What follows belongs to an exercise in optimizing a design on an open flow for small area and few clock cycles per item; a production flow would make more cautious choices. Function was checked by simulation only, so behaviour that the tests miss may differ from the original. The flow treats the clock pin as an ideal source, which a real chip does not have.

run A:
// lab1
module lab1 #(
	parameter WIDTHIN = 16,
	parameter WIDTHOUT = 32
) (
	input clk,
	input reset,
	input i_valid,
	input i_ready,
	output o_valid,
	output o_ready,
	input [WIDTHIN-1:0] i_x,
	output [WIDTHOUT-1:0] o_y
);
clock: 8.0 ns
lec_check: 0
cap_margin: 20
core_margin: 2
core_utilization: 40
cts_cluster_diameter: 120
cts_cluster_size: 20
gpl_timing_driven: 0
slew_margin: 20
synth_hierarchical: 1
standard.sh (not shown) runs the stock make flow with config.mk's settings and CLKGATE_MAP_FILE= SYNTH_SCRIPT=/design/flow/synth_recipe.tcl, a recipe that flattens the netlist after the stock synthesis.
==> flow/flow/run.sh <==
#!/bin/bash
# Standard ORFS layout (the standard.sh, unchanged synthesis), with two changes:
#  - the port buffers are the smallest buffer cell (every port still gets its own buffer);
#  - the detailed placer keeps one free site on each side of every a222oi cell
#    (flow/pad.tcl, sourced before detailed placement and CTS; not in global
#    routing, whose placement check would then trip over the diodes it inserts).
set -euo pipefail
PAD="$PWD/flow/pad.tcl"
bash standard.sh "BUFFER_PORTS_ARGS=-buffer_cell sky130_fd_sc_hd__buf_1" \
  "PRE_DETAIL_PLACE_TCL=$PAD" "PRE_CTS_TCL=$PAD" \
  finish > standard.log 2>&1
==> flow/flow/pad.tcl <==
# The a222oi cells have six input pins in one row; give each one free site on
# either side so the router can reach all of them.
set_placement_padding -masters {sky130_fd_sc_hd__a222oi_1} -left 1 -right 1
Testbench counts of run A, summed over its fixed seeds: cycles 24,040, items 24,000.
Edits applied to the flow inputs when going from run A to run B:
# run A
export LEC_CHECK = 0
export CAP_MARGIN = 20
export CORE_MARGIN = 2
export CORE_UTILIZATION = 40
export CTS_CLUSTER_DIAMETER = 120
export CTS_CLUSTER_SIZE = 20
export GPL_TIMING_DRIVEN = 0
export SLEW_MARGIN = 20
export SYNTH_HIERARCHICAL = 1
create_clock -name core_clock -period 8.0 [get_ports {clk}]
# run B
export LEC_CHECK = 0
export CAP_MARGIN = 20
export CELL_PAD_IN_SITES_DETAIL_PLACEMENT = 1
export CELL_PAD_IN_SITES_GLOBAL_PLACEMENT = 1
export CORE_MARGIN = 2
export CORE_UTILIZATION = 40
export CTS_CLUSTER_DIAMETER = 120
export CTS_CLUSTER_SIZE = 20
export GPL_TIMING_DRIVEN = 0
export PLACE_DENSITY = 0.45
export SLEW_MARGIN = 20
export SYNTH_HIERARCHICAL = 1
create_clock -name core_clock -period 8.0 [get_ports {clk}]
==> flow/run.sh (new file) <==
#!/bin/bash
# synth_recipe.tcl (not shown) runs the flow's synth.tcl, then flattens the netlist and writes it again
# the make line also repeats each setting of config.mk as NAME=value (left out here)
make -C /OpenROAD-flow-scripts/flow DESIGN_CONFIG=/design/flow/config.mk WORK_HOME=/design/flow/orfs CLKGATE_MAP_FILE= SYNTH_SCRIPT=/design/flow/synth_recipe.tcl finish
removed: flow/flow/run.sh
removed: flow/flow/pad.tcl
removed: flow/standard.sh
## What came out
Run comparison: run A critical path capture point y_q[29]; run B critical path capture point f2_q[23]. Run B ended up with f1_r[0] as its start point of the critical path; run A ended up with x_3[15]. Going from run A to run B, count of vias placed by the detailed router up 265, length of routed met2 wiring up 23%, hold slack flat. Fmax: run B lower than run A. As of run B, cell area after layout had risen slightly compared to run A. Run B was carried through to the last stage, and its layout satisfied the timing, design-rule and antenna checks. The maximum fanout along the worst path reported for run B is smaller than that of run A by 5. Run A → run B: routed wire length increased by 15% relative to the old numbers; required time of the worst setup path rose by 0.16 ns; final critical-path setup slack has decreased.
Relative to run B, the following input files were edited for run C:
# run B
export LEC_CHECK = 0
export CAP_MARGIN = 20
export CELL_PAD_IN_SITES_DETAIL_PLACEMENT = 1
export CELL_PAD_IN_SITES_GLOBAL_PLACEMENT = 1
export CORE_MARGIN = 2
export CORE_UTILIZATION = 40
export CTS_CLUSTER_DIAMETER = 120
export CTS_CLUSTER_SIZE = 20
export GPL_TIMING_DRIVEN = 0
export PLACE_DENSITY = 0.45
export SLEW_MARGIN = 20
export SYNTH_HIERARCHICAL = 1
create_clock -name core_clock -period 8.0 [get_ports {clk}]
# run C
export LEC_CHECK = 0
export CAP_MARGIN = 20
export CORE_MARGIN = 2
export CORE_UTILIZATION = 40
export GPL_TIMING_DRIVEN = 0
export SLEW_MARGIN = 20
export SYNTH_HIERARCHICAL = 1
create_clock -name core_clock -period 8.0 [get_ports {clk}]
==> flow/flow/run.sh (new file) <==
#!/bin/bash
# Standard ORFS layout (the standard.sh, unchanged synthesis), with two changes:
#  - the port buffers are the smallest buffer cell (every port still gets its own buffer);
#  - the detailed placer keeps one free site on each side of every a222oi cell
#    (flow/pad.tcl, sourced before detailed placement and CTS; not in global
#    routing, whose placement check would then trip over the diodes it inserts).
set -euo pipefail
PAD="$PWD/flow/pad.tcl"
bash standard.sh "BUFFER_PORTS_ARGS=-buffer_cell sky130_fd_sc_hd__buf_1" \
  "PRE_DETAIL_PLACE_TCL=$PAD" "PRE_CTS_TCL=$PAD" \
  finish > standard.log 2>&1
==> flow/flow/pad.tcl (new file) <==
# The a222oi cells have six input pins in one row; give each one free site on
# either side so the router can reach all of them.
set_placement_padding -masters {sky130_fd_sc_hd__a222oi_1} -left 1 -right 1
==> flow/standard.sh (new file) <==
#!/bin/bash
# synth_recipe.tcl (not shown) runs the flow's synth.tcl, then flattens the netlist and writes it again
# the make line also repeats each setting of config.mk as NAME=value (left out here)
make -C /OpenROAD-flow-scripts/flow DESIGN_CONFIG=/design/flow/config.mk WORK_HOME=/design/flow/orfs CLKGATE_MAP_FILE= SYNTH_SCRIPT=/design/flow/synth_recipe.tcl "${@:-finish}"
removed: flow/run.sh
Per the comparison of run C with run B, count of routing violations after the opening detailed-route iteration grew by 14%, utilization after layout held steady, global-route usage shrank by 3.8 points, post-route cell area held steady. Effective utilization at floorplan across run C and run B: no real change. Comparing fmax for run C and run B, the bigger number came from run C. Comparing run C and run B, the lower total wirelength of the detailed-routed design was measured on run C.
Inputs modified between run C and run D:
# run C
export LEC_CHECK = 0
export CAP_MARGIN = 20
export CORE_MARGIN = 2
export CORE_UTILIZATION = 40
export GPL_TIMING_DRIVEN = 0
export SLEW_MARGIN = 20
export SYNTH_HIERARCHICAL = 1
create_clock -name core_clock -period 8.0 [get_ports {clk}]
# run D
export LEC_CHECK = 0
export CAP_MARGIN = 20
export CELL_PAD_IN_SITES_DETAIL_PLACEMENT = 1
export CELL_PAD_IN_SITES_GLOBAL_PLACEMENT = 1
export CORE_MARGIN = 2
export CORE_UTILIZATION = 40
export CTS_CLUSTER_DIAMETER = 135
export CTS_CLUSTER_SIZE = 25
export GPL_TIMING_DRIVEN = 0
export PLACE_DENSITY = 0.45
export SLEW_MARGIN = 20
export SYNTH_HIERARCHICAL = 1
create_clock -name core_clock -period 8.0 [get_ports {clk}]
==> flow/run.sh (new file) <==
#!/bin/bash
# synth_recipe.tcl (not shown) runs the flow's synth.tcl, then flattens the netlist and writes it again
# the make line also repeats each setting of config.mk as NAME=value (left out here)
make -C /OpenROAD-flow-scripts/flow DESIGN_CONFIG=/design/flow/config.mk WORK_HOME=/design/flow/orfs CLKGATE_MAP_FILE= SYNTH_SCRIPT=/design/flow/synth_recipe.tcl finish
removed: flow/flow/run.sh
removed: flow/flow/pad.tcl
removed: flow/standard.sh
==> run notes <==
Taking run C as the reference, in run D clock-buffer cell count went down, global-route usage went up, fraction of the cycle the final worst path needs went up.
Non-filler instance count after layout was higher in run C than in run D.
Of run C and run D, run C shows the lower total wire length after detailed routing, with run D above it.
Compared to run C, run D has final period demand of the worst path 0.049 ns higher.

* * *

Starting RTL as in the previous note.
==> flow/config.mk <==
export PLATFORM = sky130hd
export DESIGN_NAME = lab1
export DESIGN_NICKNAME = lab1
export VERILOG_FILES = /design/flow/design.v
export SDC_FILE = /design/flow/constraint.sdc
export NUM_CORES = 4
export LEC_CHECK = 0
export CAP_MARGIN = 20
export CORE_MARGIN = 2
export CORE_UTILIZATION = 40
export CTS_CLUSTER_DIAMETER = 135
export CTS_CLUSTER_SIZE = 25
export GPL_TIMING_DRIVEN = 0
export SLEW_MARGIN = 20
export SYNTH_HIERARCHICAL = 1
==> flow/constraint.sdc <==
create_clock -name core_clock -period 8.0 [get_ports {clk}]
set_input_delay 1.6000 -clock core_clock [delete_from_list [all_inputs] [get_ports {clk}]]
set_output_delay 1.6000 -clock core_clock [all_outputs]
set_load 0.01 [all_outputs]
==> flow/flow/run.sh <==
#!/bin/bash
# Standard ORFS layout (the standard.sh, unchanged synthesis), with two changes:
#  - the port buffers are the smallest buffer cell (every port still gets its own buffer);
#  - the detailed placer keeps one free site on each side of every a222oi cell
#    (flow/pad.tcl, sourced before detailed placement and CTS; not in global
#    routing, whose placement check would then trip over the diodes it inserts).
set -euo pipefail
PAD="$PWD/flow/pad.tcl"
bash standard.sh "BUFFER_PORTS_ARGS=-buffer_cell sky130_fd_sc_hd__buf_1" \
  "PRE_DETAIL_PLACE_TCL=$PAD" "PRE_CTS_TCL=$PAD" \
  finish > standard.log 2>&1
==> flow/flow/pad.tcl <==
# The a222oi cells have six input pins in one row; give each one free site on
# either side so the router can reach all of them.
set_placement_padding -masters {sky130_fd_sc_hd__a222oi_1} -left 1 -right 1
Testbench counts at the start, summed over its fixed seeds: cycles 24,040, items 24,000.
Change:
==> flow/run.sh (new file) <==
#!/bin/bash
# synth_recipe.tcl (not shown) runs the flow's synth.tcl, then flattens the netlist and writes it again
# the make line also repeats each setting of config.mk as NAME=value (left out here)
make -C /OpenROAD-flow-scripts/flow DESIGN_CONFIG=/design/flow/config.mk WORK_HOME=/design/flow/orfs CLKGATE_MAP_FILE= SYNTH_SCRIPT=/design/flow/synth_recipe.tcl finish
Settings changed: CELL_PAD_IN_SITES_DETAIL_PLACEMENT set to 1, CELL_PAD_IN_SITES_GLOBAL_PLACEMENT set to 1, CTS_CLUSTER_DIAMETER 135 to unset, CTS_CLUSTER_SIZE 25 to unset, PLACE_DENSITY set to 0.45.
removed: flow/flow/run.sh
removed: flow/flow/pad.tcl
removed: flow/standard.sh
Setup slack is worse by 0.11 ns.
Clock skew grows by 0.025 ns.
Clock-buffer cell count increases by 23.
Cell count increases by 1.0%.
Wire length came out higher by 16%.
Utilization rises by 1.2 points.
Cell area is higher by 2.8%.
Global-route usage climbs by 4.3 points.
Maximum frequency decreases by 1.4%.

[what the ideal ports hide]
No port has a modelled driver above. Below, the same layouts with a new extraction and two added sets of constraints. Step 1 assumes that a clkbuf_16 drives the clock port and a buf_2 every other input. Step 2 times the ports against the registers' clock, not the clock port: input delays grow and output delays shrink by t, the midpoint of the rising clock arrivals with the driver on. Three values: ideal, step 1, step 2; two values: the first two.
run	t, ns	setup slack, ns	worst register clock-pin slew, ns
run A	0.623	0.429 / 0.429 / 0.429	0.10 / 0.10
run B	0.634	0.334 / 0.334 / 0.334	0.09 / 0.09
run C	0.629	0.398 / 0.398 / 0.398	0.07 / 0.07
run D	0.607	0.348 / 0.348 / 0.348	0.10 / 0.10
the first run of note 2	0.611	0.383 / 0.383 / 0.383	0.10 / 0.10
the second run of note 2	0.646	0.276 / 0.276 / 0.276	0.07 / 0.07
After both steps setup and hold are still met in every run listed.
